This is an optimization exercise on Yosys and OpenROAD, whose aim is small area, not a production implementation. Where RTL was checked, it was by simulation tests only, not by an equivalence proof against the original. No functional check of the RTL was part of run 1.

## flow/design.v (module list and top-level ports; edited modules follow where they fit)
// module fir_filter: 944 lines
// module fir_fa: 6 lines
module fir_filter(clk,reset,data_in,data_out);
  // ...
==> flow/run.sh <==
#!/bin/bash
# synth_recipe.tcl (not shown) runs the flow's synth.tcl, then flattens the netlist and writes it again
# the make line also repeats each setting of config.mk as NAME=value (left out here)
make -C /OpenROAD-flow-scripts/flow DESIGN_CONFIG=/design/flow/config.mk WORK_HOME=/design/flow/orfs CLKGATE_MAP_FILE= SYNTH_SCRIPT=/design/flow/synth_recipe.tcl finish
==> flow/config.mk <==
export PLATFORM = sky130hd
export DESIGN_NAME = fir_filter
export DESIGN_NICKNAME = fir_filter
export VERILOG_FILES = /design/flow/design.v
export SDC_FILE = /design/flow/constraint.sdc
export NUM_CORES = 4
export LEC_CHECK = 0
export CAP_MARGIN = 20
export CORE_MARGIN = 2
export CORE_UTILIZATION = 60
export CTS_BUF_LIST = sky130_fd_sc_hd__clkbuf_8
export SLEW_MARGIN = 20
export SYNTH_HIERARCHICAL = 1
==> flow/constraint.sdc <==
create_clock -name core_clock -period 13.0 [get_ports {clk}]
set_input_delay 2.6000 -clock core_clock [delete_from_list [all_inputs] [get_ports {clk}]]
set_output_delay 2.6000 -clock core_clock [all_outputs]
set_load 0.01 [all_outputs]
==> flow_metrics.py, run 1 <==
metrics = {
    "yosys": {
        "synth_compound_area_share_pct": 0.4959,
        "synthXorXnorAreaFrac_pct": 0.6676,
        "synth_area_per_cell_um2": 17.22,
        "synthArstFlopShare_pct": 100.0,
    },
    "worst_setup_path": {
        "cp.buffers_inverters": 5,
        "critPathMaxFanout": 8,
        "critical_path.top_delay_family": "adder cells",
        "worst_ep_arrival_time_ns": 12.51,
        "r2r_cells": 35,
    },
    "global_route": {
        "overflow": 0,
        "use_met3_pct": 4.421,
    },
    "floorplan": {
        "die_y_um": 151.9,
    },
    "run_status": {
        "status": "finished clean",
    },
    "layout": {
        "non_clock_buffer_area_share_pct": 2.869,
        "clock_area_share_pct": 2.957,
        "multi_input_area_um2": 9009,
        "largest_cell_class": "multi-input combinational cells",
        "layout.cells.non_filler": 1114,
    },
    "clock_tree": {
        "path_clk_slew_ns": 0.11,
        "cts_max_level": 4,
    },
    "timing": {
        "holdWs_ns": 0.3757,
        "setup_viol": 0,
    },
    "routing": {
        "wl_met2_um": 13020,
        "met3_length_um": 1240,
    },
}
==> run 2, diff against run 1 <==
==> flow/design.v (replaced) <==
module fir_filter(clk,reset,data_in,data_out);
input clk,reset;
input signed [15:0] data_in;  
output reg signed [15:0] data_out;  
reg [15:0] x0, x1, x2, x3, x4, x5, x6, x7;
wire [15:0] y;
always @(posedge clk or posedge reset)
  if (reset) begin
    x0 <= 0; x1 <= 0; x2 <= 0; x3 <= 0;
    x4 <= 0; x5 <= 0; x6 <= 0; x7 <= 0;
    data_out <= 0;
  end else begin
    x0 <= data_in; x1 <= x0; x2 <= x1; x3 <= x2;
    x4 <= x3; x5 <= x4; x6 <= x5; x7 <= x6;
    data_out <= y;
  end
  wire n1 = x1[0] ^ x6[0];
  wire n2 = x1[0] & x6[0];
  wire n3, n4;
  fir_fa u_n3 (.a(x1[1]), .b(x6[1]), .c(n2), .s(n3), .co(n4));
  wire n5, n6;
  fir_fa u_n5 (.a(x1[2]), .b(x6[2]), .c(n4), .s(n5), .co(n6));
  wire n7, n8;
  fir_fa u_n7 (.a(x1[3]), .b(x6[3]), .c(n6), .s(n7), .co(n8));
  wire n9, n10;
  fir_fa u_n9 (.a(x1[4]), .b(x6[4]), .c(n8), .s(n9), .co(n10));
  wire n11, n12;
  fir_fa u_n11 (.a(x1[5]), .b(x6[5]), .c(n10), .s(n11), .co(n12));
  wire n13, n14;
  fir_fa u_n13 (.a(x1[6]), .b(x6[6]), .c(n12), .s(n13), .co(n14));
  wire n15, n16;
  fir_fa u_n15 (.a(x1[7]), .b(x6[7]), .c(n14), .s(n15), .co(n16));
  wire n17, n18;
  fir_fa u_n17 (.a(x1[8]), .b(x6[8]), .c(n16), .s(n17), .co(n18));
  wire n19, n20;
  fir_fa u_n19 (.a(x1[9]), .b(x6[9]), .c(n18), .s(n19), .co(n20));
  wire n21, n22;
  fir_fa u_n21 (.a(x1[10]), .b(x6[10]), .c(n20), .s(n21), .co(n22));
  wire n23, n24;
  fir_fa u_n23 (.a(x1[11]), .b(x6[11]), .c(n22), .s(n23), .co(n24));
  wire n25, n26;
  fir_fa u_n25 (.a(x1[12]), .b(x6[12]), .c(n24), .s(n25), .co(n26));
  wire n27, n28;
  fir_fa u_n27 (.a(x1[13]), .b(x6[13]), .c(n26), .s(n27), .co(n28));
  wire n29, n30;
  fir_fa u_n29 (.a(x1[14]), .b(x6[14]), .c(n28), .s(n29), .co(n30));
  wire n31, n32;
  fir_fa u_n31 (.a(x1[15]), .b(x6[15]), .c(~n30), .s(n31), .co(n32));
  wire n33 = x2[0] ^ x5[0];
  wire n34 = x2[0] & x5[0];
  wire n35, n36;
  fir_fa u_n35 (.a(x2[1]), .b(x5[1]), .c(n34), .s(n35), .co(n36));
  wire n37, n38;
  fir_fa u_n37 (.a(x2[2]), .b(x5[2]), .c(n36), .s(n37), .co(n38));
  wire n39, n40;
  fir_fa u_n39 (.a(x2[3]), .b(x5[3]), .c(n38), .s(n39), .co(n40));
  wire n41, n42;
  fir_fa u_n41 (.a(x2[4]), .b(x5[4]), .c(n40), .s(n41), .co(n42));
  wire n43, n44;
  fir_fa u_n43 (.a(x2[5]), .b(x5[5]), .c(n42), .s(n43), .co(n44));
  wire n45, n46;
  fir_fa u_n45 (.a(x2[6]), .b(x5[6]), .c(n44), .s(n45), .co(n46));
  wire n47, n48;
  fir_fa u_n47 (.a(x2[7]), .b(x5[7]), .c(n46), .s(n47), .co(n48));
  wire n49, n50;
  fir_fa u_n49 (.a(x2[8]), .b(x5[8]), .c(n48), .s(n49), .co(n50));
  wire n51, n52;
  fir_fa u_n51 (.a(x2[9]), .b(x5[9]), .c(n50), .s(n51), .co(n52));
  wire n53, n54;
  fir_fa u_n53 (.a(x2[10]), .b(x5[10]), .c(n52), .s(n53), .co(n54));
  wire n55, n56;
  fir_fa u_n55 (.a(x2[11]), .b(x5[11]), .c(n54), .s(n55), .co(n56));
  wire n57, n58;
  fir_fa u_n57 (.a(x2[12]), .b(x5[12]), .c(n56), .s(n57), .co(n58));
  wire n59, n60;
  fir_fa u_n59 (.a(x2[13]), .b(x5[13]), .c(n58), .s(n59), .co(n60));
  wire n61, n62;
  fir_fa u_n61 (.a(x2[14]), .b(x5[14]), .c(n60), .s(n61), .co(n62));
  wire n63, n64;
  fir_fa u_n63 (.a(x2[15]), .b(x5[15]), .c(~n62), .s(n63), .co(n64));
  wire n65 = x3[0] ^ x4[0];
  wire n66 = x3[0] & x4[0];
  wire n67, n68;
  fir_fa u_n67 (.a(x3[1]), .b(x4[1]), .c(n66), .s(n67), .co(n68));
  wire n69, n70;
  fir_fa u_n69 (.a(x3[2]), .b(x4[2]), .c(n68), .s(n69), .co(n70));
  wire n71, n72;
  fir_fa u_n71 (.a(x3[3]), .b(x4[3]), .c(n70), .s(n71), .co(n72));
  wire n73, n74;
  fir_fa u_n73 (.a(x3[4]), .b(x4[4]), .c(n72), .s(n73), .co(n74));
  wire n75, n76;
  fir_fa u_n75 (.a(x3[5]), .b(x4[5]), .c(n74), .s(n75), .co(n76));
  wire n77, n78;
  fir_fa u_n77 (.a(x3[6]), .b(x4[6]), .c(n76), .s(n77), .co(n78));
  wire n79, n80;
  fir_fa u_n79 (.a(x3[7]), .b(x4[7]), .c(n78), .s(n79), .co(n80));
  wire n81, n82;
  fir_fa u_n81 (.a(x3[8]), .b(x4[8]), .c(n80), .s(n81), .co(n82));
  wire n83, n84;
  fir_fa u_n83 (.a(x3[9]), .b(x4[9]), .c(n82), .s(n83), .co(n84));
  wire n85, n86;
  fir_fa u_n85 (.a(x3[10]), .b(x4[10]), .c(n84), .s(n85), .co(n86));
  wire n87, n88;
  fir_fa u_n87 (.a(x3[11]), .b(x4[11]), .c(n86), .s(n87), .co(n88));
  wire n89, n90;
  fir_fa u_n89 (.a(x3[12]), .b(x4[12]), .c(n88), .s(n89), .co(n90));
  wire n91, n92;
  fir_fa u_n91 (.a(x3[13]), .b(x4[13]), .c(n90), .s(n91), .co(n92));
  wire n93, n94;
  fir_fa u_n93 (.a(x3[14]), .b(x4[14]), .c(n92), .s(n93), .co(n94));
  wire n95, n96;
  fir_fa u_n95 (.a(x3[15]), .b(x4[15]), .c(~n94), .s(n95), .co(n96));
  wire n97 = (~x0[0] & x7[0]) | (~x0[0] & n33) | (x7[0] & n33);
  wire n98, n99;
  fir_fa u_n98 (.a(x7[1]), .b(n1), .c(n35), .s(n98), .co(n99));
  wire n100 = (~x0[1] & n97) | (~x0[1] & n98) | (n97 & n98);
  wire n101, n102;
  fir_fa u_n101 (.a(1'b0), .b(x7[2]), .c(x7[0]), .s(n101), .co(n102));
  wire n103, n104;
  fir_fa u_n103 (.a(n33), .b(n101), .c(n3), .s(n103), .co(n104));
  wire n105, n106;
  fir_fa u_n105 (.a(n37), .b(n99), .c(n103), .s(n105), .co(n106));
  wire n107 = (~x0[2] & n100) | (~x0[2] & n105) | (n100 & n105);
  wire n108, n109;
  fir_fa u_n108 (.a(x0[0]), .b(x7[3]), .c(x7[1]), .s(n108), .co(n109));
  wire n110, n111;
  fir_fa u_n110 (.a(n102), .b(n108), .c(n35), .s(n110), .co(n111));
  wire n112, n113;
  fir_fa u_n112 (.a(n5), .b(n104), .c(n110), .s(n112), .co(n113));
  wire n114, n115;
  fir_fa u_n114 (.a(n39), .b(n106), .c(n112), .s(n114), .co(n115));
  wire n116, n117;
  fir_fa u_n116 (.a(x0[3]), .b(n65), .c(~n107), .s(n116), .co(n117));
  wire n118 = ~n114 & n116;
  wire n119, n120;
  fir_fa u_n119 (.a(1'b0), .b(x0[1]), .c(x7[4]), .s(n119), .co(n120));
  wire n121, n122;
  fir_fa u_n121 (.a(x7[2]), .b(n109), .c(n119), .s(n121), .co(n122));
  wire n123, n124;
  fir_fa u_n123 (.a(x0[4]), .b(n1), .c(n67), .s(n123), .co(n124));
  wire n125, n126;
  fir_fa u_n125 (.a(n121), .b(n37), .c(n111), .s(n125), .co(n126));
  wire n127, n128;
  fir_fa u_n127 (.a(n7), .b(n125), .c(n113), .s(n127), .co(n128));
  wire n129, n130;
  fir_fa u_n129 (.a(n41), .b(n115), .c(n127), .s(n129), .co(n130));
  wire n131, n132;
  fir_fa u_n131 (.a(n123), .b(n117), .c(n118), .s(n131), .co(n132));
  wire n133 = ~n129 & n131;
  wire n134, n135;
  fir_fa u_n134 (.a(1'b1), .b(x0[5]), .c(x0[0]), .s(n134), .co(n135));
  wire n136, n137;
  fir_fa u_n136 (.a(x0[2]), .b(x7[5]), .c(x7[3]), .s(n136), .co(n137));
  wire n138, n139;
  fir_fa u_n138 (.a(n33), .b(n120), .c(n136), .s(n138), .co(n139));
  wire n140, n141;
  fir_fa u_n140 (.a(n134), .b(n3), .c(n69), .s(n140), .co(n141));
  wire n142, n143;
  fir_fa u_n142 (.a(n122), .b(n138), .c(n126), .s(n142), .co(n143));
  wire n144, n145;
  fir_fa u_n144 (.a(n39), .b(n9), .c(n128), .s(n144), .co(n145));
  wire n146, n147;
  fir_fa u_n146 (.a(n142), .b(n43), .c(n130), .s(n146), .co(n147));
  wire n148, n149;
  fir_fa u_n148 (.a(n124), .b(n140), .c(~n144), .s(n148), .co(n149));
  wire n150, n151;
  fir_fa u_n150 (.a(n148), .b(n132), .c(n133), .s(n150), .co(n151));
  wire n152 = ~n146 & n150;
  wire n153, n154;
  fir_fa u_n153 (.a(1'b1), .b(x0[6]), .c(x0[1]), .s(n153), .co(n154));
  wire n155, n156;
  fir_fa u_n155 (.a(x0[3]), .b(x7[6]), .c(x7[4]), .s(n155), .co(n156));
  wire n157, n158;
  fir_fa u_n157 (.a(x7[0]), .b(n137), .c(n155), .s(n157), .co(n158));
  wire n159, n160;
  fir_fa u_n159 (.a(n35), .b(n139), .c(n157), .s(n159), .co(n160));
  wire n161, n162;
  fir_fa u_n161 (.a(n135), .b(n153), .c(n5), .s(n161), .co(n162));
  wire n163, n164;
  fir_fa u_n163 (.a(n141), .b(n71), .c(n161), .s(n163), .co(n164));
  wire n165, n166;
  fir_fa u_n165 (.a(n159), .b(n143), .c(n41), .s(n165), .co(n166));
  wire n167, n168;
  fir_fa u_n167 (.a(n11), .b(n145), .c(n165), .s(n167), .co(n168));
  wire n169, n170;
  fir_fa u_n169 (.a(n45), .b(n147), .c(n167), .s(n169), .co(n170));
  wire n171, n172;
  fir_fa u_n171 (.a(n163), .b(n149), .c(n151), .s(n171), .co(n172));
  wire n173 = (~n169 & n152) | (~n169 & n171) | (n152 & n171);
  wire n174, n175;
  fir_fa u_n174 (.a(1'b1), .b(x0[7]), .c(x0[2]), .s(n174), .co(n175));
  wire n176, n177;
  fir_fa u_n176 (.a(x0[4]), .b(x0[0]), .c(x7[7]), .s(n176), .co(n177));
  wire n178, n179;
  fir_fa u_n178 (.a(x7[5]), .b(x7[1]), .c(n156), .s(n178), .co(n179));
  wire n180, n181;
  fir_fa u_n180 (.a(n1), .b(n154), .c(n174), .s(n180), .co(n181));
  wire n182, n183;
  fir_fa u_n182 (.a(n176), .b(n158), .c(n178), .s(n182), .co(n183));
  wire n184, n185;
  fir_fa u_n184 (.a(n37), .b(n160), .c(n182), .s(n184), .co(n185));
  wire n186, n187;
  fir_fa u_n186 (.a(n180), .b(n162), .c(n7), .s(n186), .co(n187));
  wire n188, n189;
  fir_fa u_n188 (.a(n73), .b(n164), .c(n186), .s(n188), .co(n189));
  wire n190, n191;
  fir_fa u_n190 (.a(n184), .b(n43), .c(n166), .s(n190), .co(n191));
  wire n192, n193;
  fir_fa u_n192 (.a(n13), .b(n168), .c(n190), .s(n192), .co(n193));
  wire n194, n195;
  fir_fa u_n194 (.a(n47), .b(n170), .c(n192), .s(n194), .co(n195));
  wire n196, n197;
  fir_fa u_n196 (.a(n188), .b(n172), .c(n173), .s(n196), .co(n197));
  wire n198 = ~n194 & n196;
  wire n199, n200;
  fir_fa u_n199 (.a(x0[5]), .b(x0[1]), .c(x7[8]), .s(n199), .co(n200));
  wire n201, n202;
  fir_fa u_n201 (.a(x0[8]), .b(x0[3]), .c(n175), .s(n201), .co(n202));
  wire n203, n204;
  fir_fa u_n203 (.a(x7[6]), .b(x7[2]), .c(n177), .s(n203), .co(n204));
  wire n205, n206;
  fir_fa u_n205 (.a(n199), .b(n179), .c(n203), .s(n205), .co(n206));
  wire n207, n208;
  fir_fa u_n207 (.a(n3), .b(n181), .c(n201), .s(n207), .co(n208));
  wire n209, n210;
  fir_fa u_n209 (.a(n183), .b(n205), .c(n39), .s(n209), .co(n210));
  wire n211, n212;
  fir_fa u_n211 (.a(n207), .b(n9), .c(n187), .s(n211), .co(n212));
  wire n213, n214;
  fir_fa u_n213 (.a(n75), .b(n189), .c(n211), .s(n213), .co(n214));
  wire n215, n216;
  fir_fa u_n215 (.a(n185), .b(n209), .c(n45), .s(n215), .co(n216));
  wire n217, n218;
  fir_fa u_n217 (.a(n191), .b(n15), .c(n193), .s(n217), .co(n218));
  wire n219, n220;
  fir_fa u_n219 (.a(n215), .b(n49), .c(n217), .s(n219), .co(n220));
  wire n221, n222;
  fir_fa u_n221 (.a(~n213), .b(n195), .c(n219), .s(n221), .co(n222));
  wire n223 = (~n221 & n197) | (~n221 & n198) | (n197 & n198);
  wire n224, n225;
  fir_fa u_n224 (.a(1'b1), .b(x0[9]), .c(x0[4]), .s(n224), .co(n225));
  wire n226, n227;
  fir_fa u_n226 (.a(x0[6]), .b(x0[2]), .c(x7[9]), .s(n226), .co(n227));
  wire n228, n229;
  fir_fa u_n228 (.a(x7[7]), .b(x7[3]), .c(x7[0]), .s(n228), .co(n229));
  wire n230, n231;
  fir_fa u_n230 (.a(n200), .b(n226), .c(n228), .s(n230), .co(n231));
  wire n232, n233;
  fir_fa u_n232 (.a(n1), .b(n224), .c(n202), .s(n232), .co(n233));
  wire n234, n235;
  fir_fa u_n234 (.a(n204), .b(n230), .c(n206), .s(n234), .co(n235));
  wire n236, n237;
  fir_fa u_n236 (.a(n5), .b(n232), .c(n208), .s(n236), .co(n237));
  wire n238, n239;
  fir_fa u_n238 (.a(n234), .b(n41), .c(n210), .s(n238), .co(n239));
  wire n240, n241;
  fir_fa u_n240 (.a(n236), .b(n11), .c(n212), .s(n240), .co(n241));
  wire n242, n243;
  fir_fa u_n242 (.a(n77), .b(n214), .c(n240), .s(n242), .co(n243));
  wire n244, n245;
  fir_fa u_n244 (.a(n238), .b(n47), .c(n216), .s(n244), .co(n245));
  wire n246, n247;
  fir_fa u_n246 (.a(n17), .b(n218), .c(n244), .s(n246), .co(n247));
  wire n248, n249;
  fir_fa u_n248 (.a(n51), .b(n220), .c(n246), .s(n248), .co(n249));
  wire n250, n251;
  fir_fa u_n250 (.a(~n242), .b(n222), .c(n248), .s(n250), .co(n251));
  wire n252 = ~n250 & n223;
  wire n253, n254;
  fir_fa u_n253 (.a(1'b1), .b(x0[10]), .c(x0[5]), .s(n253), .co(n254));
  wire n255, n256;
  fir_fa u_n255 (.a(x0[7]), .b(x0[3]), .c(x0[0]), .s(n255), .co(n256));
  wire n257, n258;
  fir_fa u_n257 (.a(x7[10]), .b(x7[8]), .c(x7[4]), .s(n257), .co(n258));
  wire n259, n260;
  fir_fa u_n259 (.a(x7[1]), .b(n227), .c(n229), .s(n259), .co(n260));
  wire n261, n262;
  fir_fa u_n261 (.a(n33), .b(n225), .c(n253), .s(n261), .co(n262));
  wire n263, n264;
  fir_fa u_n263 (.a(n255), .b(n257), .c(n231), .s(n263), .co(n264));
  wire n265, n266;
  fir_fa u_n265 (.a(n3), .b(n261), .c(n233), .s(n265), .co(n266));
  wire n267, n268;
  fir_fa u_n267 (.a(n259), .b(n263), .c(n235), .s(n267), .co(n268));
  wire n269, n270;
  fir_fa u_n269 (.a(n7), .b(n237), .c(n265), .s(n269), .co(n270));
  wire n271, n272;
  fir_fa u_n271 (.a(n267), .b(n43), .c(n239), .s(n271), .co(n272));
  wire n273, n274;
  fir_fa u_n273 (.a(n269), .b(n13), .c(n241), .s(n273), .co(n274));
  wire n275, n276;
  fir_fa u_n275 (.a(n79), .b(n243), .c(n273), .s(n275), .co(n276));
  wire n277, n278;
  fir_fa u_n277 (.a(n271), .b(n49), .c(n245), .s(n277), .co(n278));
  wire n279, n280;
  fir_fa u_n279 (.a(n19), .b(n277), .c(n247), .s(n279), .co(n280));
  wire n281, n282;
  fir_fa u_n281 (.a(n53), .b(n249), .c(n279), .s(n281), .co(n282));
  wire n283, n284;
  fir_fa u_n283 (.a(~n275), .b(n251), .c(n281), .s(n283), .co(n284));
  wire n285 = ~n283 & n252;
  wire n286, n287;
  fir_fa u_n286 (.a(x0[8]), .b(x0[4]), .c(x0[1]), .s(n286), .co(n287));
  wire n288, n289;
  fir_fa u_n288 (.a(x7[11]), .b(x7[9]), .c(x7[5]), .s(n288), .co(n289));
  wire n290, n291;
  fir_fa u_n290 (.a(x0[11]), .b(x0[6]), .c(n1), .s(n290), .co(n291));
  wire n292, n293;
  fir_fa u_n292 (.a(x7[2]), .b(n256), .c(n258), .s(n292), .co(n293));
  wire n294, n295;
  fir_fa u_n294 (.a(n65), .b(n254), .c(n35), .s(n294), .co(n295));
  wire n296, n297;
  fir_fa u_n296 (.a(n286), .b(n288), .c(n260), .s(n296), .co(n297));
  wire n298, n299;
  fir_fa u_n298 (.a(n290), .b(n262), .c(n5), .s(n298), .co(n299));
  wire n300, n301;
  fir_fa u_n300 (.a(n292), .b(n296), .c(n264), .s(n300), .co(n301));
  wire n302, n303;
  fir_fa u_n302 (.a(n294), .b(n298), .c(n266), .s(n302), .co(n303));
  wire n304, n305;
  fir_fa u_n304 (.a(n9), .b(n270), .c(n302), .s(n304), .co(n305));
  wire n306, n307;
  fir_fa u_n306 (.a(n300), .b(n268), .c(n45), .s(n306), .co(n307));
  wire n308, n309;
  fir_fa u_n308 (.a(n304), .b(n15), .c(n274), .s(n308), .co(n309));
  wire n310, n311;
  fir_fa u_n310 (.a(n81), .b(n276), .c(n308), .s(n310), .co(n311));
  wire n312, n313;
  fir_fa u_n312 (.a(n272), .b(n306), .c(n51), .s(n312), .co(n313));
  wire n314, n315;
  fir_fa u_n314 (.a(n278), .b(n21), .c(n312), .s(n314), .co(n315));
  wire n316, n317;
  fir_fa u_n316 (.a(n280), .b(n55), .c(n314), .s(n316), .co(n317));
  wire n318, n319;
  fir_fa u_n318 (.a(n282), .b(n316), .c(n284), .s(n318), .co(n319));
  wire n320 = (n310 & ~n318) | (n310 & n285) | (~n318 & n285);
  wire n321, n322;
  fir_fa u_n321 (.a(1'b1), .b(x0[12]), .c(x0[7]), .s(n321), .co(n322));
  wire n323, n324;
  fir_fa u_n323 (.a(x0[9]), .b(x0[5]), .c(x0[2]), .s(n323), .co(n324));
  wire n325, n326;
  fir_fa u_n325 (.a(x7[12]), .b(x7[10]), .c(x7[6]), .s(n325), .co(n326));
  wire n327, n328;
  fir_fa u_n327 (.a(x7[3]), .b(n33), .c(n287), .s(n327), .co(n328));
  wire n329, n330;
  fir_fa u_n329 (.a(n289), .b(n323), .c(n325), .s(n329), .co(n330));
  wire n331, n332;
  fir_fa u_n331 (.a(x0[0]), .b(n321), .c(n3), .s(n331), .co(n332));
  wire n333, n334;
  fir_fa u_n333 (.a(n293), .b(n327), .c(n329), .s(n333), .co(n334));
  wire n335, n336;
  fir_fa u_n335 (.a(n67), .b(n291), .c(n37), .s(n335), .co(n336));
  wire n337, n338;
  fir_fa u_n337 (.a(n295), .b(n331), .c(n299), .s(n337), .co(n338));
  wire n339, n340;
  fir_fa u_n339 (.a(n297), .b(n333), .c(n301), .s(n339), .co(n340));
  wire n341, n342;
  fir_fa u_n341 (.a(n7), .b(n335), .c(n337), .s(n341), .co(n342));
  wire n343, n344;
  fir_fa u_n343 (.a(n303), .b(n11), .c(n341), .s(n343), .co(n344));
  wire n345, n346;
  fir_fa u_n345 (.a(n339), .b(n47), .c(n307), .s(n345), .co(n346));
  wire n347, n348;
  fir_fa u_n347 (.a(n305), .b(n343), .c(n17), .s(n347), .co(n348));
  wire n349, n350;
  fir_fa u_n349 (.a(n309), .b(n83), .c(n347), .s(n349), .co(n350));
  wire n351, n352;
  fir_fa u_n351 (.a(n345), .b(n53), .c(n313), .s(n351), .co(n352));
  wire n353, n354;
  fir_fa u_n353 (.a(n23), .b(n315), .c(n351), .s(n353), .co(n354));
  wire n355, n356;
  fir_fa u_n355 (.a(n57), .b(n317), .c(n353), .s(n355), .co(n356));
  wire n357, n358;
  fir_fa u_n357 (.a(n311), .b(n349), .c(~n355), .s(n357), .co(n358));
  wire n359 = (~n319 & n357) | (~n319 & n320) | (n357 & n320);
  wire n360, n361;
  fir_fa u_n360 (.a(1'b1), .b(x0[13]), .c(x0[8]), .s(n360), .co(n361));
  wire n362, n363;
  fir_fa u_n362 (.a(x0[10]), .b(x0[6]), .c(x0[3]), .s(n362), .co(n363));
  wire n364, n365;
  fir_fa u_n364 (.a(x7[13]), .b(x7[11]), .c(x7[7]), .s(n364), .co(n365));
  wire n366, n367;
  fir_fa u_n366 (.a(x7[4]), .b(x7[0]), .c(n1), .s(n366), .co(n367));
  wire n368, n369;
  fir_fa u_n368 (.a(n65), .b(n324), .c(n326), .s(n368), .co(n369));
  wire n370, n371;
  fir_fa u_n370 (.a(x0[1]), .b(n322), .c(n360), .s(n370), .co(n371));
  wire n372, n373;
  fir_fa u_n372 (.a(n362), .b(n364), .c(n35), .s(n372), .co(n373));
  wire n374, n375;
  fir_fa u_n374 (.a(n366), .b(n328), .c(n330), .s(n374), .co(n375));
  wire n376, n377;
  fir_fa u_n376 (.a(n370), .b(n5), .c(n69), .s(n376), .co(n377));
  wire n378, n379;
  fir_fa u_n378 (.a(n368), .b(n372), .c(n334), .s(n378), .co(n379));
  wire n380, n381;
  fir_fa u_n380 (.a(n332), .b(n336), .c(n39), .s(n380), .co(n381));
  wire n382, n383;
  fir_fa u_n382 (.a(n376), .b(n338), .c(n9), .s(n382), .co(n383));
  wire n384, n385;
  fir_fa u_n384 (.a(n374), .b(n378), .c(n340), .s(n384), .co(n385));
  wire n386, n387;
  fir_fa u_n386 (.a(n380), .b(n342), .c(n382), .s(n386), .co(n387));
  wire n388, n389;
  fir_fa u_n388 (.a(n13), .b(n344), .c(n386), .s(n388), .co(n389));
  wire n390, n391;
  fir_fa u_n390 (.a(n384), .b(n49), .c(n346), .s(n390), .co(n391));
  wire n392, n393;
  fir_fa u_n392 (.a(n388), .b(n19), .c(n348), .s(n392), .co(n393));
  wire n394, n395;
  fir_fa u_n394 (.a(n85), .b(n350), .c(n392), .s(n394), .co(n395));
  wire n396, n397;
  fir_fa u_n396 (.a(n390), .b(n55), .c(n352), .s(n396), .co(n397));
  wire n398, n399;
  fir_fa u_n398 (.a(n25), .b(n354), .c(n396), .s(n398), .co(n399));
  wire n400, n401;
  fir_fa u_n400 (.a(n59), .b(n356), .c(n398), .s(n400), .co(n401));
  wire n402, n403;
  fir_fa u_n402 (.a(n394), .b(n358), .c(~n400), .s(n402), .co(n403));
  wire n404 = n402 & n359;
  wire n405, n406;
  fir_fa u_n405 (.a(x0[14]), .b(x0[9]), .c(x0[2]), .s(n405), .co(n406));
  wire n407, n408;
  fir_fa u_n407 (.a(x0[11]), .b(x0[7]), .c(x0[4]), .s(n407), .co(n408));
  wire n409, n410;
  fir_fa u_n409 (.a(x0[0]), .b(x7[14]), .c(x7[12]), .s(n409), .co(n410));
  wire n411, n412;
  fir_fa u_n411 (.a(x7[8]), .b(x7[5]), .c(x7[1]), .s(n411), .co(n412));
  wire n413, n414;
  fir_fa u_n413 (.a(n33), .b(n361), .c(n405), .s(n413), .co(n414));
  wire n415, n416;
  fir_fa u_n415 (.a(n363), .b(n365), .c(n407), .s(n415), .co(n416));
  wire n417, n418;
  fir_fa u_n417 (.a(n409), .b(n411), .c(n3), .s(n417), .co(n418));
  wire n419, n420;
  fir_fa u_n419 (.a(n67), .b(n367), .c(n369), .s(n419), .co(n420));
  wire n421, n422;
  fir_fa u_n421 (.a(n415), .b(n37), .c(n373), .s(n421), .co(n422));
  wire n423, n424;
  fir_fa u_n423 (.a(n417), .b(n419), .c(n375), .s(n423), .co(n424));
  wire n425, n426;
  fir_fa u_n425 (.a(n371), .b(n413), .c(n377), .s(n425), .co(n426));
  wire n427, n428;
  fir_fa u_n427 (.a(n421), .b(n379), .c(n423), .s(n427), .co(n428));
  wire n429, n430;
  fir_fa u_n429 (.a(n7), .b(n71), .c(n41), .s(n429), .co(n430));
  wire n431, n432;
  fir_fa u_n431 (.a(n381), .b(n425), .c(n11), .s(n431), .co(n432));
  wire n433, n434;
  fir_fa u_n433 (.a(n383), .b(n429), .c(n387), .s(n433), .co(n434));
  wire n435, n436;
  fir_fa u_n435 (.a(n431), .b(n15), .c(n389), .s(n435), .co(n436));
  wire n437, n438;
  fir_fa u_n437 (.a(n427), .b(n385), .c(~n433), .s(n437), .co(n438));
  wire n439, n440;
  fir_fa u_n439 (.a(n437), .b(n51), .c(n391), .s(n439), .co(n440));
  wire n441, n442;
  fir_fa u_n441 (.a(n435), .b(n21), .c(n393), .s(n441), .co(n442));
  wire n443, n444;
  fir_fa u_n443 (.a(n87), .b(n395), .c(n441), .s(n443), .co(n444));
  wire n445, n446;
  fir_fa u_n445 (.a(n439), .b(n57), .c(n397), .s(n445), .co(n446));
  wire n447, n448;
  fir_fa u_n447 (.a(n27), .b(n399), .c(n445), .s(n447), .co(n448));
  wire n449, n450;
  fir_fa u_n449 (.a(n61), .b(n401), .c(n447), .s(n449), .co(n450));
  wire n451, n452;
  fir_fa u_n451 (.a(n443), .b(n403), .c(~n449), .s(n451), .co(n452));
  wire n453 = n451 & n404;
  wire n454, n455;
  fir_fa u_n454 (.a(1'b0), .b(x0[15]), .c(x0[12]), .s(n454), .co(n455));
  wire n456, n457;
  fir_fa u_n456 (.a(x0[10]), .b(x0[3]), .c(x7[15]), .s(n456), .co(n457));
  wire n458, n459;
  fir_fa u_n458 (.a(x0[8]), .b(x0[5]), .c(x0[1]), .s(n458), .co(n459));
  wire n460, n461;
  fir_fa u_n460 (.a(x7[13]), .b(x7[9]), .c(x7[6]), .s(n460), .co(n461));
  wire n462, n463;
  fir_fa u_n462 (.a(x7[2]), .b(n408), .c(n410), .s(n462), .co(n463));
  wire n464, n465;
  fir_fa u_n464 (.a(n65), .b(n406), .c(n456), .s(n464), .co(n465));
  wire n466, n467;
  fir_fa u_n466 (.a(n412), .b(n454), .c(n458), .s(n466), .co(n467));
  wire n468, n469;
  fir_fa u_n468 (.a(n460), .b(n416), .c(n462), .s(n468), .co(n469));
  wire n470, n471;
  fir_fa u_n470 (.a(n35), .b(n414), .c(n464), .s(n470), .co(n471));
  wire n472, n473;
  fir_fa u_n472 (.a(n466), .b(n5), .c(n69), .s(n472), .co(n473));
  wire n474, n475;
  fir_fa u_n474 (.a(n418), .b(n420), .c(n468), .s(n474), .co(n475));
  wire n476, n477;
  fir_fa u_n476 (.a(n422), .b(n39), .c(n472), .s(n476), .co(n477));
  wire n478, n479;
  fir_fa u_n478 (.a(n470), .b(n426), .c(n9), .s(n478), .co(n479));
  wire n480, n481;
  fir_fa u_n480 (.a(n424), .b(n474), .c(n476), .s(n480), .co(n481));
  wire n482, n483;
  fir_fa u_n482 (.a(n73), .b(n43), .c(n430), .s(n482), .co(n483));
  wire n484, n485;
  fir_fa u_n484 (.a(n478), .b(n13), .c(n432), .s(n484), .co(n485));
  wire n486, n487;
  fir_fa u_n486 (.a(n482), .b(n434), .c(n484), .s(n486), .co(n487));
  wire n488, n489;
  fir_fa u_n488 (.a(n428), .b(n480), .c(n438), .s(n488), .co(n489));
  wire n490, n491;
  fir_fa u_n490 (.a(n17), .b(n486), .c(n436), .s(n490), .co(n491));
  wire n492, n493;
  fir_fa u_n492 (.a(n488), .b(n53), .c(n440), .s(n492), .co(n493));
  wire n494, n495;
  fir_fa u_n494 (.a(n490), .b(n23), .c(n442), .s(n494), .co(n495));
  wire n496, n497;
  fir_fa u_n496 (.a(n89), .b(n444), .c(n494), .s(n496), .co(n497));
  wire n498, n499;
  fir_fa u_n498 (.a(n492), .b(n59), .c(n446), .s(n498), .co(n499));
  wire n500, n501;
  fir_fa u_n500 (.a(n29), .b(n448), .c(n498), .s(n500), .co(n501));
  wire n502, n503;
  fir_fa u_n502 (.a(n496), .b(n63), .c(n452), .s(n502), .co(n503));
  wire n504, n505;
  fir_fa u_n504 (.a(n450), .b(n500), .c(~n453), .s(n504), .co(n505));
  wire n506 = n502 ^ ~n504;
  wire n507 = n502 & ~n504;
  wire n508, n509;
  fir_fa u_n508 (.a(x0[13]), .b(x0[9]), .c(x0[6]), .s(n508), .co(n509));
  wire n510, n511;
  fir_fa u_n510 (.a(x0[2]), .b(x7[14]), .c(x7[10]), .s(n510), .co(n511));
  wire n512, n513;
  fir_fa u_n512 (.a(x0[11]), .b(x0[4]), .c(n457), .s(n512), .co(n513));
  wire n514, n515;
  fir_fa u_n514 (.a(x7[7]), .b(x7[3]), .c(n455), .s(n514), .co(n515));
  wire n516, n517;
  fir_fa u_n516 (.a(n459), .b(n461), .c(n508), .s(n516), .co(n517));
  wire n518, n519;
  fir_fa u_n518 (.a(n510), .b(n463), .c(n467), .s(n518), .co(n519));
  wire n520, n521;
  fir_fa u_n520 (.a(n67), .b(n465), .c(n512), .s(n520), .co(n521));
  wire n522, n523;
  fir_fa u_n522 (.a(n514), .b(n516), .c(n469), .s(n522), .co(n523));
  wire n524, n525;
  fir_fa u_n524 (.a(n37), .b(n471), .c(n520), .s(n524), .co(n525));
  wire n526, n527;
  fir_fa u_n526 (.a(n518), .b(n473), .c(n7), .s(n526), .co(n527));
  wire n528, n529;
  fir_fa u_n528 (.a(n71), .b(n475), .c(n522), .s(n528), .co(n529));
  wire n530, n531;
  fir_fa u_n530 (.a(n41), .b(n477), .c(n526), .s(n530), .co(n531));
  wire n532, n533;
  fir_fa u_n532 (.a(n524), .b(n11), .c(n75), .s(n532), .co(n533));
  wire n534, n535;
  fir_fa u_n534 (.a(n528), .b(n481), .c(n530), .s(n534), .co(n535));
  wire n536, n537;
  fir_fa u_n536 (.a(n479), .b(n45), .c(n483), .s(n536), .co(n537));
  wire n538, n539;
  fir_fa u_n538 (.a(n532), .b(n15), .c(n485), .s(n538), .co(n539));
  wire n540, n541;
  fir_fa u_n540 (.a(n536), .b(n487), .c(n538), .s(n540), .co(n541));
  wire n542, n543;
  fir_fa u_n542 (.a(n19), .b(n540), .c(n491), .s(n542), .co(n543));
  wire n544, n545;
  fir_fa u_n544 (.a(n534), .b(n489), .c(n55), .s(n544), .co(n545));
  wire n546, n547;
  fir_fa u_n546 (.a(n542), .b(n25), .c(n495), .s(n546), .co(n547));
  wire n548, n549;
  fir_fa u_n548 (.a(n91), .b(n497), .c(n546), .s(n548), .co(n549));
  wire n550, n551;
  fir_fa u_n550 (.a(n493), .b(n544), .c(n61), .s(n550), .co(n551));
  wire n552, n553;
  fir_fa u_n552 (.a(n548), .b(n64), .c(n31), .s(n552), .co(n553));
  wire n554, n555;
  fir_fa u_n554 (.a(n499), .b(n501), .c(n550), .s(n554), .co(n555));
  wire n556, n557;
  fir_fa u_n556 (.a(n552), .b(~n554), .c(n503), .s(n556), .co(n557));
  wire n558, n559;
  fir_fa u_n558 (.a(~n505), .b(n556), .c(n507), .s(n558), .co(n559));
  wire n560, n561;
  fir_fa u_n560 (.a(1'b0), .b(x0[14]), .c(x0[10]), .s(n560), .co(n561));
  wire n562, n563;
  fir_fa u_n562 (.a(x0[12]), .b(x0[5]), .c(x7[15]), .s(n562), .co(n563));
  wire n564, n565;
  fir_fa u_n564 (.a(x0[7]), .b(x0[3]), .c(x7[11]), .s(n564), .co(n565));
  wire n566, n567;
  fir_fa u_n566 (.a(x7[8]), .b(x7[4]), .c(n509), .s(n566), .co(n567));
  wire n568, n569;
  fir_fa u_n568 (.a(n511), .b(n560), .c(n564), .s(n568), .co(n569));
  wire n570, n571;
  fir_fa u_n570 (.a(n515), .b(n517), .c(n566), .s(n570), .co(n571));
  wire n572, n573;
  fir_fa u_n572 (.a(n562), .b(n513), .c(n69), .s(n572), .co(n573));
  wire n574, n575;
  fir_fa u_n574 (.a(n568), .b(n519), .c(n570), .s(n574), .co(n575));
  wire n576, n577;
  fir_fa u_n576 (.a(n521), .b(n39), .c(n572), .s(n576), .co(n577));
  wire n578, n579;
  fir_fa u_n578 (.a(n523), .b(n574), .c(n9), .s(n578), .co(n579));
  wire n580, n581;
  fir_fa u_n580 (.a(n73), .b(n527), .c(n529), .s(n580), .co(n581));
  wire n582, n583;
  fir_fa u_n582 (.a(n43), .b(n531), .c(n578), .s(n582), .co(n583));
  wire n584, n585;
  fir_fa u_n584 (.a(n525), .b(n576), .c(n13), .s(n584), .co(n585));
  wire n586, n587;
  fir_fa u_n586 (.a(n580), .b(n535), .c(n582), .s(n586), .co(n587));
  wire n588, n589;
  fir_fa u_n588 (.a(n77), .b(n533), .c(n47), .s(n588), .co(n589));
  wire n590, n591;
  fir_fa u_n590 (.a(n537), .b(n584), .c(n17), .s(n590), .co(n591));
  wire n592, n593;
  fir_fa u_n592 (.a(n539), .b(n588), .c(n590), .s(n592), .co(n593));
  wire n594, n595;
  fir_fa u_n594 (.a(n541), .b(n21), .c(n592), .s(n594), .co(n595));
  wire n596, n597;
  fir_fa u_n596 (.a(n586), .b(n57), .c(n545), .s(n596), .co(n597));
  wire n598, n599;
  fir_fa u_n598 (.a(n543), .b(n594), .c(n27), .s(n598), .co(n599));
  wire n600, n601;
  fir_fa u_n600 (.a(n547), .b(n93), .c(n549), .s(n600), .co(n601));
  wire n602, n603;
  fir_fa u_n602 (.a(n598), .b(n32), .c(n63), .s(n602), .co(n603));
  wire n604, n605;
  fir_fa u_n604 (.a(n596), .b(n551), .c(n555), .s(n604), .co(n605));
  wire n606, n607;
  fir_fa u_n606 (.a(n600), .b(n553), .c(n602), .s(n606), .co(n607));
  wire n608, n609;
  fir_fa u_n608 (.a(~n604), .b(n606), .c(n557), .s(n608), .co(n609));
  wire n610 = n608 ^ n559;
  wire n611 = n608 & n559;
  wire n612, n613;
  fir_fa u_n612 (.a(x0[15]), .b(x0[13]), .c(x0[6]), .s(n612), .co(n613));
  wire n614, n615;
  fir_fa u_n614 (.a(x0[11]), .b(x0[8]), .c(x0[4]), .s(n614), .co(n615));
  wire n616, n617;
  fir_fa u_n616 (.a(x7[12]), .b(x7[9]), .c(x7[5]), .s(n616), .co(n617));
  wire n618, n619;
  fir_fa u_n618 (.a(n561), .b(n565), .c(n614), .s(n618), .co(n619));
  wire n620, n621;
  fir_fa u_n620 (.a(n616), .b(n567), .c(n569), .s(n620), .co(n621));
  wire n622, n623;
  fir_fa u_n622 (.a(n618), .b(n571), .c(n620), .s(n622), .co(n623));
  wire n624, n625;
  fir_fa u_n624 (.a(n563), .b(n612), .c(n573), .s(n624), .co(n625));
  wire n626, n627;
  fir_fa u_n626 (.a(n71), .b(n41), .c(n577), .s(n626), .co(n627));
  wire n628, n629;
  fir_fa u_n628 (.a(n575), .b(n622), .c(n11), .s(n628), .co(n629));
  wire n630, n631;
  fir_fa u_n630 (.a(n75), .b(n579), .c(n581), .s(n630), .co(n631));
  wire n632, n633;
  fir_fa u_n632 (.a(n45), .b(n583), .c(n628), .s(n632), .co(n633));
  wire n634, n635;
  fir_fa u_n634 (.a(n624), .b(n626), .c(n15), .s(n634), .co(n635));
  wire n636, n637;
  fir_fa u_n636 (.a(n630), .b(n587), .c(n632), .s(n636), .co(n637));
  wire n638, n639;
  fir_fa u_n638 (.a(n79), .b(n585), .c(n49), .s(n638), .co(n639));
  wire n640, n641;
  fir_fa u_n640 (.a(n589), .b(n634), .c(n19), .s(n640), .co(n641));
  wire n642, n643;
  fir_fa u_n642 (.a(n591), .b(n638), .c(n593), .s(n642), .co(n643));
  wire n644, n645;
  fir_fa u_n644 (.a(n640), .b(n23), .c(n595), .s(n644), .co(n645));
  wire n646, n647;
  fir_fa u_n646 (.a(n636), .b(n59), .c(n597), .s(n646), .co(n647));
  wire n648, n649;
  fir_fa u_n648 (.a(n642), .b(n644), .c(n29), .s(n648), .co(n649));
  wire n650, n651;
  fir_fa u_n650 (.a(n599), .b(n64), .c(n601), .s(n650), .co(n651));
  wire n652, n653;
  fir_fa u_n652 (.a(n648), .b(n603), .c(n650), .s(n652), .co(n653));
  wire n654, n655;
  fir_fa u_n654 (.a(n646), .b(n95), .c(n605), .s(n654), .co(n655));
  wire n656, n657;
  fir_fa u_n656 (.a(n607), .b(n652), .c(n609), .s(n656), .co(n657));
  wire n658, n659;
  fir_fa u_n658 (.a(~n654), .b(n611), .c(n656), .s(n658), .co(n659));
  wire n660, n661;
  fir_fa u_n660 (.a(1'b1), .b(x0[14]), .c(x0[7]), .s(n660), .co(n661));
  wire n662, n663;
  fir_fa u_n662 (.a(x0[12]), .b(x0[9]), .c(x0[5]), .s(n662), .co(n663));
  wire n664, n665;
  fir_fa u_n664 (.a(x7[13]), .b(x7[10]), .c(x7[6]), .s(n664), .co(n665));
  wire n666, n667;
  fir_fa u_n666 (.a(n615), .b(n617), .c(n662), .s(n666), .co(n667));
  wire n668, n669;
  fir_fa u_n668 (.a(n664), .b(n619), .c(n666), .s(n668), .co(n669));
  wire n670, n671;
  fir_fa u_n670 (.a(n621), .b(n668), .c(n623), .s(n670), .co(n671));
  wire n672, n673;
  fir_fa u_n672 (.a(n613), .b(n660), .c(n625), .s(n672), .co(n673));
  wire n674, n675;
  fir_fa u_n674 (.a(n73), .b(n43), .c(n627), .s(n674), .co(n675));
  wire n676, n677;
  fir_fa u_n676 (.a(n670), .b(n13), .c(n77), .s(n676), .co(n677));
  wire n678, n679;
  fir_fa u_n678 (.a(n629), .b(n631), .c(n47), .s(n678), .co(n679));
  wire n680, n681;
  fir_fa u_n680 (.a(n672), .b(n674), .c(n17), .s(n680), .co(n681));
  wire n682, n683;
  fir_fa u_n682 (.a(n633), .b(n676), .c(n678), .s(n682), .co(n683));
  wire n684, n685;
  fir_fa u_n684 (.a(n81), .b(n635), .c(n51), .s(n684), .co(n685));
  wire n686, n687;
  fir_fa u_n686 (.a(n639), .b(n680), .c(n21), .s(n686), .co(n687));
  wire n688, n689;
  fir_fa u_n688 (.a(n641), .b(n684), .c(n643), .s(n688), .co(n689));
  wire n690, n691;
  fir_fa u_n690 (.a(n686), .b(n25), .c(n645), .s(n690), .co(n691));
  wire n692, n693;
  fir_fa u_n692 (.a(n637), .b(n682), .c(~n688), .s(n692), .co(n693));
  wire n694, n695;
  fir_fa u_n694 (.a(n692), .b(n61), .c(n647), .s(n694), .co(n695));
  wire n696, n697;
  fir_fa u_n696 (.a(n96), .b(n31), .c(n694), .s(n696), .co(n697));
  wire n698, n699;
  fir_fa u_n698 (.a(n690), .b(n649), .c(n651), .s(n698), .co(n699));
  wire n700, n701;
  fir_fa u_n700 (.a(~n696), .b(n653), .c(n698), .s(n700), .co(n701));
  wire n702, n703;
  fir_fa u_n702 (.a(n700), .b(n657), .c(n659), .s(n702), .co(n703));
  wire n704 = ~n655 ^ n702;
  wire n705 = ~n655 & n702;
  wire n706, n707;
  fir_fa u_n706 (.a(x0[15]), .b(x0[13]), .c(x0[10]), .s(n706), .co(n707));
  wire n708, n709;
  fir_fa u_n708 (.a(x0[6]), .b(x7[14]), .c(x7[11]), .s(n708), .co(n709));
  wire n710, n711;
  fir_fa u_n710 (.a(x7[7]), .b(n663), .c(n665), .s(n710), .co(n711));
  wire n712, n713;
  fir_fa u_n712 (.a(n706), .b(n708), .c(n667), .s(n712), .co(n713));
  wire n714, n715;
  fir_fa u_n714 (.a(n710), .b(n669), .c(n712), .s(n714), .co(n715));
  wire n716, n717;
  fir_fa u_n716 (.a(x0[8]), .b(n661), .c(n673), .s(n716), .co(n717));
  wire n718, n719;
  fir_fa u_n718 (.a(n75), .b(n45), .c(n675), .s(n718), .co(n719));
  wire n720, n721;
  fir_fa u_n720 (.a(n714), .b(n671), .c(n15), .s(n720), .co(n721));
  wire n722, n723;
  fir_fa u_n722 (.a(n79), .b(n677), .c(n49), .s(n722), .co(n723));
  wire n724, n725;
  fir_fa u_n724 (.a(n716), .b(n718), .c(n19), .s(n724), .co(n725));
  wire n726, n727;
  fir_fa u_n726 (.a(n679), .b(n720), .c(n722), .s(n726), .co(n727));
  wire n728, n729;
  fir_fa u_n728 (.a(n83), .b(n681), .c(n53), .s(n728), .co(n729));
  wire n730, n731;
  fir_fa u_n730 (.a(n685), .b(n724), .c(n23), .s(n730), .co(n731));
  wire n732, n733;
  fir_fa u_n732 (.a(n687), .b(n728), .c(n689), .s(n732), .co(n733));
  wire n734, n735;
  fir_fa u_n734 (.a(n683), .b(n726), .c(n693), .s(n734), .co(n735));
  wire n736, n737;
  fir_fa u_n736 (.a(n730), .b(n27), .c(n691), .s(n736), .co(n737));
  wire n738, n739;
  fir_fa u_n738 (.a(n732), .b(n736), .c(n63), .s(n738), .co(n739));
  wire n740, n741;
  fir_fa u_n740 (.a(n734), .b(n32), .c(n695), .s(n740), .co(n741));
  wire n742, n743;
  fir_fa u_n742 (.a(n697), .b(~n738), .c(n740), .s(n742), .co(n743));
  wire n744, n745;
  fir_fa u_n744 (.a(n699), .b(~n742), .c(n701), .s(n744), .co(n745));
  wire n746, n747;
  fir_fa u_n746 (.a(n744), .b(n703), .c(n705), .s(n746), .co(n747));
  wire n748, n749;
  fir_fa u_n748 (.a(x0[14]), .b(x0[11]), .c(x0[7]), .s(n748), .co(n749));
  wire n750, n751;
  fir_fa u_n750 (.a(x7[12]), .b(x7[8]), .c(n707), .s(n750), .co(n751));
  wire n752, n753;
  fir_fa u_n752 (.a(n709), .b(n748), .c(n711), .s(n752), .co(n753));
  wire n754, n755;
  fir_fa u_n754 (.a(n750), .b(n752), .c(n713), .s(n754), .co(n755));
  wire n756, n757;
  fir_fa u_n756 (.a(x0[9]), .b(x7[15]), .c(~n715), .s(n756), .co(n757));
  wire n758, n759;
  fir_fa u_n758 (.a(n756), .b(n717), .c(n77), .s(n758), .co(n759));
  wire n760, n761;
  fir_fa u_n760 (.a(n47), .b(n719), .c(n758), .s(n760), .co(n761));
  wire n762, n763;
  fir_fa u_n762 (.a(n754), .b(n17), .c(n81), .s(n762), .co(n763));
  wire n764, n765;
  fir_fa u_n764 (.a(n721), .b(n51), .c(n723), .s(n764), .co(n765));
  wire n766, n767;
  fir_fa u_n766 (.a(n760), .b(n21), .c(n85), .s(n766), .co(n767));
  wire n768, n769;
  fir_fa u_n768 (.a(n762), .b(n727), .c(n764), .s(n768), .co(n769));
  wire n770, n771;
  fir_fa u_n770 (.a(n725), .b(n55), .c(n729), .s(n770), .co(n771));
  wire n772, n773;
  fir_fa u_n772 (.a(n766), .b(n25), .c(n731), .s(n772), .co(n773));
  wire n774, n775;
  fir_fa u_n774 (.a(n770), .b(n733), .c(n772), .s(n774), .co(n775));
  wire n776, n777;
  fir_fa u_n776 (.a(n29), .b(n737), .c(n774), .s(n776), .co(n777));
  wire n778, n779;
  fir_fa u_n778 (.a(n768), .b(n735), .c(n741), .s(n778), .co(n779));
  wire n780, n781;
  fir_fa u_n780 (.a(n64), .b(n776), .c(n739), .s(n780), .co(n781));
  wire n782, n783;
  fir_fa u_n782 (.a(n743), .b(n778), .c(~n780), .s(n782), .co(n783));
  wire n784, n785;
  fir_fa u_n784 (.a(~n782), .b(n745), .c(n747), .s(n784), .co(n785));
  wire n786, n787;
  fir_fa u_n786 (.a(1'b1), .b(x0[15]), .c(x0[10]), .s(n786), .co(n787));
  wire n788, n789;
  fir_fa u_n788 (.a(x0[12]), .b(x0[8]), .c(x7[13]), .s(n788), .co(n789));
  wire n790, n791;
  fir_fa u_n790 (.a(x7[9]), .b(n749), .c(n788), .s(n790), .co(n791));
  wire n792, n793;
  fir_fa u_n792 (.a(n751), .b(n790), .c(n753), .s(n792), .co(n793));
  wire n794, n795;
  fir_fa u_n794 (.a(~n786), .b(n755), .c(n792), .s(n794), .co(n795));
  wire n796, n797;
  fir_fa u_n796 (.a(n757), .b(n79), .c(n759), .s(n796), .co(n797));
  wire n798, n799;
  fir_fa u_n798 (.a(n49), .b(n761), .c(n796), .s(n798), .co(n799));
  wire n800, n801;
  fir_fa u_n800 (.a(n794), .b(n19), .c(n83), .s(n800), .co(n801));
  wire n802, n803;
  fir_fa u_n802 (.a(n763), .b(n53), .c(n765), .s(n802), .co(n803));
  wire n804, n805;
  fir_fa u_n804 (.a(n798), .b(n23), .c(n87), .s(n804), .co(n805));
  wire n806, n807;
  fir_fa u_n806 (.a(n800), .b(n769), .c(n802), .s(n806), .co(n807));
  wire n808, n809;
  fir_fa u_n808 (.a(n767), .b(n57), .c(n771), .s(n808), .co(n809));
  wire n810, n811;
  fir_fa u_n810 (.a(n804), .b(n27), .c(n773), .s(n810), .co(n811));
  wire n812, n813;
  fir_fa u_n812 (.a(n808), .b(n775), .c(n810), .s(n812), .co(n813));
  wire n814, n815;
  fir_fa u_n814 (.a(n806), .b(n31), .c(~n777), .s(n814), .co(n815));
  wire n816, n817;
  fir_fa u_n816 (.a(n814), .b(n779), .c(n783), .s(n816), .co(n817));
  wire n818, n819;
  fir_fa u_n818 (.a(n812), .b(n781), .c(~n816), .s(n818), .co(n819));
  wire n820 = n818 ^ n785;
  wire n821 = n818 & n785;
  wire n822, n823;
  fir_fa u_n822 (.a(1'b0), .b(x0[13]), .c(x0[9]), .s(n822), .co(n823));
  wire n824, n825;
  fir_fa u_n824 (.a(x7[14]), .b(x7[10]), .c(n789), .s(n824), .co(n825));
  wire n826, n827;
  fir_fa u_n826 (.a(n822), .b(n791), .c(n824), .s(n826), .co(n827));
  wire n828, n829;
  fir_fa u_n828 (.a(x0[11]), .b(n787), .c(~n826), .s(n828), .co(n829));
  wire n830, n831;
  fir_fa u_n830 (.a(n793), .b(~n828), .c(n795), .s(n830), .co(n831));
  wire n832, n833;
  fir_fa u_n832 (.a(n81), .b(n797), .c(n51), .s(n832), .co(n833));
  wire n834, n835;
  fir_fa u_n834 (.a(n830), .b(n21), .c(n85), .s(n834), .co(n835));
  wire n836, n837;
  fir_fa u_n836 (.a(n801), .b(n55), .c(n803), .s(n836), .co(n837));
  wire n838, n839;
  fir_fa u_n838 (.a(n799), .b(n832), .c(n25), .s(n838), .co(n839));
  wire n840, n841;
  fir_fa u_n840 (.a(n834), .b(n807), .c(n836), .s(n840), .co(n841));
  wire n842, n843;
  fir_fa u_n842 (.a(n89), .b(n805), .c(n59), .s(n842), .co(n843));
  wire n844, n845;
  fir_fa u_n844 (.a(n809), .b(n838), .c(n29), .s(n844), .co(n845));
  wire n846, n847;
  fir_fa u_n846 (.a(n811), .b(n842), .c(n813), .s(n846), .co(n847));
  wire n848, n849;
  fir_fa u_n848 (.a(n840), .b(n32), .c(n815), .s(n848), .co(n849));
  wire n850, n851;
  fir_fa u_n850 (.a(n844), .b(n846), .c(~n848), .s(n850), .co(n851));
  wire n852, n853;
  fir_fa u_n852 (.a(n850), .b(~n817), .c(n819), .s(n852), .co(n853));
  wire n854 = n852 ^ n821;
  wire n855 = n852 & n821;
  wire n856, n857;
  fir_fa u_n856 (.a(1'b0), .b(x0[14]), .c(x0[10]), .s(n856), .co(n857));
  wire n858, n859;
  fir_fa u_n858 (.a(x7[11]), .b(n823), .c(n856), .s(n858), .co(n859));
  wire n860, n861;
  fir_fa u_n860 (.a(n825), .b(n858), .c(n827), .s(n860), .co(n861));
  wire n862, n863;
  fir_fa u_n862 (.a(x0[12]), .b(x7[15]), .c(n829), .s(n862), .co(n863));
  wire n864, n865;
  fir_fa u_n864 (.a(n860), .b(~n862), .c(n831), .s(n864), .co(n865));
  wire n866, n867;
  fir_fa u_n866 (.a(n83), .b(n53), .c(n833), .s(n866), .co(n867));
  wire n868, n869;
  fir_fa u_n868 (.a(n864), .b(n23), .c(n87), .s(n868), .co(n869));
  wire n870, n871;
  fir_fa u_n870 (.a(n835), .b(n57), .c(n837), .s(n870), .co(n871));
  wire n872, n873;
  fir_fa u_n872 (.a(n866), .b(n27), .c(n91), .s(n872), .co(n873));
  wire n874, n875;
  fir_fa u_n874 (.a(n868), .b(n841), .c(n870), .s(n874), .co(n875));
  wire n876, n877;
  fir_fa u_n876 (.a(n839), .b(n61), .c(n843), .s(n876), .co(n877));
  wire n878, n879;
  fir_fa u_n878 (.a(n872), .b(n845), .c(n876), .s(n878), .co(n879));
  wire n880, n881;
  fir_fa u_n880 (.a(n874), .b(n31), .c(n849), .s(n880), .co(n881));
  wire n882, n883;
  fir_fa u_n882 (.a(n847), .b(n878), .c(n851), .s(n882), .co(n883));
  wire n884, n885;
  fir_fa u_n884 (.a(~n880), .b(n882), .c(n853), .s(n884), .co(n885));
  wire n886 = n884 ^ n855;
  wire n887 = n884 & n855;
  wire n888, n889;
  fir_fa u_n888 (.a(x0[11]), .b(x7[12]), .c(n857), .s(n888), .co(n889));
  wire n890, n891;
  fir_fa u_n890 (.a(x0[15]), .b(x0[13]), .c(~n859), .s(n890), .co(n891));
  wire n892, n893;
  fir_fa u_n892 (.a(n888), .b(~n890), .c(n861), .s(n892), .co(n893));
  wire n894, n895;
  fir_fa u_n894 (.a(~n863), .b(n892), .c(n865), .s(n894), .co(n895));
  wire n896, n897;
  fir_fa u_n896 (.a(n85), .b(n55), .c(n867), .s(n896), .co(n897));
  wire n898, n899;
  fir_fa u_n898 (.a(n894), .b(n25), .c(n89), .s(n898), .co(n899));
  wire n900, n901;
  fir_fa u_n900 (.a(n869), .b(n59), .c(n871), .s(n900), .co(n901));
  wire n902, n903;
  fir_fa u_n902 (.a(n896), .b(n29), .c(n93), .s(n902), .co(n903));
  wire n904, n905;
  fir_fa u_n904 (.a(n898), .b(n875), .c(n900), .s(n904), .co(n905));
  wire n906, n907;
  fir_fa u_n906 (.a(n873), .b(n877), .c(n902), .s(n906), .co(n907));
  wire n908, n909;
  fir_fa u_n908 (.a(n32), .b(n63), .c(n904), .s(n908), .co(n909));
  wire n910, n911;
  fir_fa u_n910 (.a(n879), .b(n906), .c(~n908), .s(n910), .co(n911));
  wire n912, n913;
  fir_fa u_n912 (.a(n910), .b(~n881), .c(n883), .s(n912), .co(n913));
  wire n914, n915;
  fir_fa u_n914 (.a(n912), .b(n885), .c(n887), .s(n914), .co(n915));
  wire n916, n917;
  fir_fa u_n916 (.a(1'b0), .b(x0[12]), .c(x7[13]), .s(n916), .co(n917));
  wire n918, n919;
  fir_fa u_n918 (.a(~x0[14]), .b(n916), .c(n889), .s(n918), .co(n919));
  wire n920, n921;
  fir_fa u_n920 (.a(n918), .b(~n891), .c(n893), .s(n920), .co(n921));
  wire n922, n923;
  fir_fa u_n922 (.a(n87), .b(n57), .c(n897), .s(n922), .co(n923));
  wire n924, n925;
  fir_fa u_n924 (.a(n920), .b(n895), .c(n27), .s(n924), .co(n925));
  wire n926, n927;
  fir_fa u_n926 (.a(n91), .b(n899), .c(n61), .s(n926), .co(n927));
  wire n928, n929;
  fir_fa u_n928 (.a(n901), .b(n924), .c(n64), .s(n928), .co(n929));
  wire n930, n931;
  fir_fa u_n930 (.a(n31), .b(n95), .c(n905), .s(n930), .co(n931));
  wire n932, n933;
  fir_fa u_n932 (.a(n922), .b(n903), .c(n907), .s(n932), .co(n933));
  wire n934, n935;
  fir_fa u_n934 (.a(n926), .b(n928), .c(n909), .s(n934), .co(n935));
  wire n936, n937;
  fir_fa u_n936 (.a(~n930), .b(n932), .c(n911), .s(n936), .co(n937));
  wire n938, n939;
  fir_fa u_n938 (.a(~n934), .b(n936), .c(n913), .s(n938), .co(n939));
  wire n940 = n938 ^ n915;
  wire n941 = n938 & n915;
  wire n942, n943;
  fir_fa u_n942 (.a(1'b0), .b(x0[15]), .c(x0[13]), .s(n942), .co(n943));
  wire n944, n945;
  fir_fa u_n944 (.a(x7[14]), .b(n917), .c(n942), .s(n944), .co(n945));
  wire n946, n947;
  fir_fa u_n946 (.a(n944), .b(n919), .c(n921), .s(n946), .co(n947));
  wire n948, n949;
  fir_fa u_n948 (.a(n89), .b(n59), .c(n923), .s(n948), .co(n949));
  wire n950, n951;
  fir_fa u_n950 (.a(n946), .b(n29), .c(n93), .s(n950), .co(n951));
  wire n952, n953;
  fir_fa u_n952 (.a(n925), .b(n32), .c(n96), .s(n952), .co(n953));
  wire n954, n955;
  fir_fa u_n954 (.a(n927), .b(n950), .c(n929), .s(n954), .co(n955));
  wire n956, n957;
  fir_fa u_n956 (.a(n952), .b(n931), .c(n954), .s(n956), .co(n957));
  wire n958, n959;
  fir_fa u_n958 (.a(n948), .b(n63), .c(n933), .s(n958), .co(n959));
  wire n960, n961;
  fir_fa u_n960 (.a(n935), .b(n956), .c(~n958), .s(n960), .co(n961));
  wire n962, n963;
  fir_fa u_n962 (.a(n937), .b(~n960), .c(n939), .s(n962), .co(n963));
  wire n964 = n962 ^ n941;
  wire n965 = n962 & n941;
  wire n966, n967;
  fir_fa u_n966 (.a(1'b0), .b(x0[14]), .c(n943), .s(n966), .co(n967));
  wire n968, n969;
  fir_fa u_n968 (.a(~x7[15]), .b(n945), .c(n966), .s(n968), .co(n969));
  wire n970, n971;
  fir_fa u_n970 (.a(n91), .b(n61), .c(n949), .s(n970), .co(n971));
  wire n972, n973;
  fir_fa u_n972 (.a(n968), .b(n947), .c(n951), .s(n972), .co(n973));
  wire n974, n975;
  fir_fa u_n974 (.a(n64), .b(n31), .c(n95), .s(n974), .co(n975));
  wire n976, n977;
  fir_fa u_n976 (.a(n953), .b(n972), .c(n955), .s(n976), .co(n977));
  wire n978, n979;
  fir_fa u_n978 (.a(n970), .b(n974), .c(n959), .s(n978), .co(n979));
  wire n980, n981;
  fir_fa u_n980 (.a(n957), .b(n976), .c(n961), .s(n980), .co(n981));
  wire n982, n983;
  fir_fa u_n982 (.a(n978), .b(~n980), .c(n963), .s(n982), .co(n983));
  wire n984 = n982 ^ n965;
  wire n985 = n982 & n965;
  wire n986, n987;
  fir_fa u_n986 (.a(~x0[15]), .b(n967), .c(n969), .s(n986), .co(n987));
  wire n988, n989;
  fir_fa u_n988 (.a(n93), .b(n32), .c(n96), .s(n988), .co(n989));
  wire n990, n991;
  fir_fa u_n990 (.a(n986), .b(n63), .c(n973), .s(n990), .co(n991));
  wire n992, n993;
  fir_fa u_n992 (.a(n971), .b(n975), .c(n988), .s(n992), .co(n993));
  wire n994, n995;
  fir_fa u_n994 (.a(n990), .b(~n992), .c(n977), .s(n994), .co(n995));
  wire n996, n997;
  fir_fa u_n996 (.a(n994), .b(~n979), .c(n981), .s(n996), .co(n997));
  wire n998, n999;
  fir_fa u_n998 (.a(~n996), .b(n983), .c(n985), .s(n998), .co(n999));
  wire n1000 = n987 ^ n64 ^ n95;
  wire n1001 = ~n989 ^ n1000 ^ n991;
  wire n1002 = ~n993 ^ n1001 ^ n995;
  wire n1003 = n1002 ^ n997 ^ ~n999;
  assign y = {~n1003, n998, n984, n964, n940, n914, n886, n854, n820, n784, n746, n704, n658, n610, n558, n506};
endmodule
module fir_fa(a, b, c, s, co);
input a, b, c;
output s, co;
assign s = a ^ b ^ c;
assign co = (a & b) | (a & c) | (b & c);
endmodule
==> flow_metrics.py, run 2 <==
metrics = {
    "run_status": {
        "status": "finished clean",
    },
    "yosys": {
        "synth_mux_area_share_pct": 0,
        "synthXorXnorAreaFrac_pct": 0.5082,
        "synth_top_family_by_area": "adder cells",
        "yosys.area.top_type": "fa_1",
        "synthesis.instances": 723,
        "synth_area_per_cell_um2": 19.07,
        "synth-simple-area-share_pct": 0.3176,
        "synth_edf_count": 0,
        "ys_seq_elements": 144,
        "yosysUniqueCellTypes": 17,
        "synthArstFlopShare_pct": 100.0,
        "synth-seq-area-share_pct": 26.14,
        "syn_area_um2": 13790,
        "yosysWarningCount": 7,
        "synth_compound_area_share_pct": 0.3267,
        "synth.most_common_cell": "fa_1",
    },
    "hold_path": {
        "hp-start": "x1[0]",
        "min_path_cells": 0,
        "holdPathEnd": "x2[0]",
        "holdCritPathClass": "reg2reg",
    },
    "timing": {
        "holdWs_ns": 0.3783,
        "slew_viol_final": 0,
        "final.setup_skew_ns": 0.02350,
        "post-route-min-period_ns": 12.74,
        "setup_viol": 0,
        "worst_slack_ns": 0.2570,
        "worst_pin_slew_ns": 0.9328,
        "slew_headroom_pct": 37.81,
    },
    "worst_setup_path": {
        "worst_ep_arrival_time_ns": 13.14,
        "worstSetupStartpoint": "x2[0]",
        "r2r_start": "x2[0]",
        "r2r_slack_ns": 0.26,
        "criticalPathCategory": "reg2reg",
        "required_ns": 13.40,
        "critPathMaxStageDelay_ns": 0.57,
        "cp-end-kind": "register",
        "r2r_cells": 39,
        "critPathMaxFanout": 2,
    },
    "place": {
        "numPortBuffers": 33,
        "dp_hpwl_um": 29620,
        "gp_congestion": 0.9481,
        "place_ws_ns": -0.4359,
        "dp.cells": 1133,
    },
    "flow_run": {
        "maxCapViolCount": 0,
    },
    "layout": {
        "syn_to_final_growth_pct": 13.21,
        "layout.cells.non_filler": 1165,
        "multi_input_area_um2": 10170,
        "final_cell_mix": "440 x fa_1, 144 x dfrtp_1, 76 x buf_4",
        "n_antenna_cell": 0,
    },
    "routing": {
        "drcViolationCount": 0,
        "drt-total-wl_um": 33220,
        "firstDrtPassIters": 4,
        "wl_per_cell_um": 28.52,
        "drt_iter0_drc": 418,
    },
    "clock_tree": {
        "cts_tree": "yes",
        "cts_buffer_depth": 2,
        "cts_max_level": 4,
        "cts_root_buffer": "clkbuf_8",
        "path_clk_slew_ns": 0.10,
        "insertion_delay_ns": 0.47,
        "cts_buffers": 17,
    },
    "floorplan": {
        "num_rows": 55,
        "die_w_um": 155.6,
        "die_y_um": 155.6,
        "dieArea_um2": 24210,
    },
    "global_route": {
        "grt_pass1_wl_um": 51740,
        "overflow": 0,
        "grt_pass1_vias": 8420,
        "antenna_found_initial": 0,
    },
}
run 2: cell types whose count changed in the layout (fill, tap and decap cells not counted), moves of 4 or more:
cell / change
conb_1: +18
clkinv_8: -5
ha_1: -22
fa_1: +22
fa_2: +40
ha_2: +6
inv_8: -5
inv_1: -75
xnor2_1: -4
buf_4: +69
run 2: how the worst max path moves through the flow:
stage | slack [ns] | depth (start not counted) | end
2_1_floorplan | 0.01 | 43 | data_out[15]
3_3_place_gp | -0.31 | 43 | data_out[15]
3_5_place_dp | -0.44 | 43 | data_out[15]
4_1_cts | 0.002 | 43 | data_out[15]
5_1_grt | -0.11 | 43 | data_out[15]
6_report | 0.26 | 39 | data_out[15]
run 2: through the flow:
stage	setup TNS (ns)	cell area, um2	utilization [%]
final	0	15610	69.15
after global routing	-0.1135	15610	69.15
after CTS	0	15580	69.05
after detailed placement	-0.4359	15150	67.13
after global placement	-0.3142	15150	67.13
after floorplan	0	13890	-
run 2: cell families (layout without fill, tap and decap cells):
logic type | Yosys count | after routing
adders and majority gates | 496 | 496
AOI/OAI and AO/OA | 7 | 7
buffers and inverters | 57 | 198
DFF | 144 | 144
and+or+nand+nor | 9 | 9
xor gates and xnor gates | 8 | 8
other | 2 | 18
run 2: critical path: cells and delay by family, from the launching register on:
kind / cells / cell delay [ns]
adder cells (fa/ha/maj): 34 / 11.64
XOR/XNOR: 4 / 0.60
flip-flops: 1 / 0.40
buffers and inverters: 1 / 0.05
run 2: cell type report:
type                       count  area share (%)
multi-input combinational    538           65.15
sequential                   144           23.09
timing repair buffer         109           5.772
tap                          285           2.285
clock buffer                  18           1.587
inverter                      57           1.403
clock inverter                14          0.7214
run 2: Yosys stat by module, one instance, submodules excluded:
module	times used	flip-flops and latches	cells inside	area, um2
fir_filter	1	144	243	4178
fir_fa	480	0	1	20.02
run 2: layer usage:
layer  routed length (um)  global-route usage [%]  up-vias  share of wire [%]
li1                     -                       -     2435                  -
met2                15940                   47.56      281                 48
met4                  825                   8.082        0                2.5
met3                 2707                   9.972       51                8.1
met1                13750                   45.86     3850                 41
met5                    0                       0        -                  0
run 2: what timing repair did:
action / in CTS / in global routing
hold buffers: 0 / 0
setup endpoints to repair: 1 / 1
pin swaps: 17 / 10
gates resized for setup: 27 / 6
setup buffers: 0 / 0

[separate check: timing with driven ports]
No port has a modelled driver above. Below, the same layouts with a new extraction and two added sets of constraints.
Step 1 assumes that a clkbuf_16 drives the clock port and a buf_2 every other input.
Step 2 times the ports against the registers' clock, not the clock port: input delays grow and output delays shrink by t, the midpoint of the rising clock arrivals with the driver on.
a / b / c = no drivers / after step 1 / after step 2; a / b = the first two.
run	t (ns)	setup WS [ns]	hold slack, ns
run 1	0.503	0.874 / 0.874 / 0.874	0.376 / 0.376 / 0.376
run 2	0.498	0.257 / 0.257 / 0.257	0.378 / 0.378 / 0.378
After both steps setup and hold are still met in every run listed.
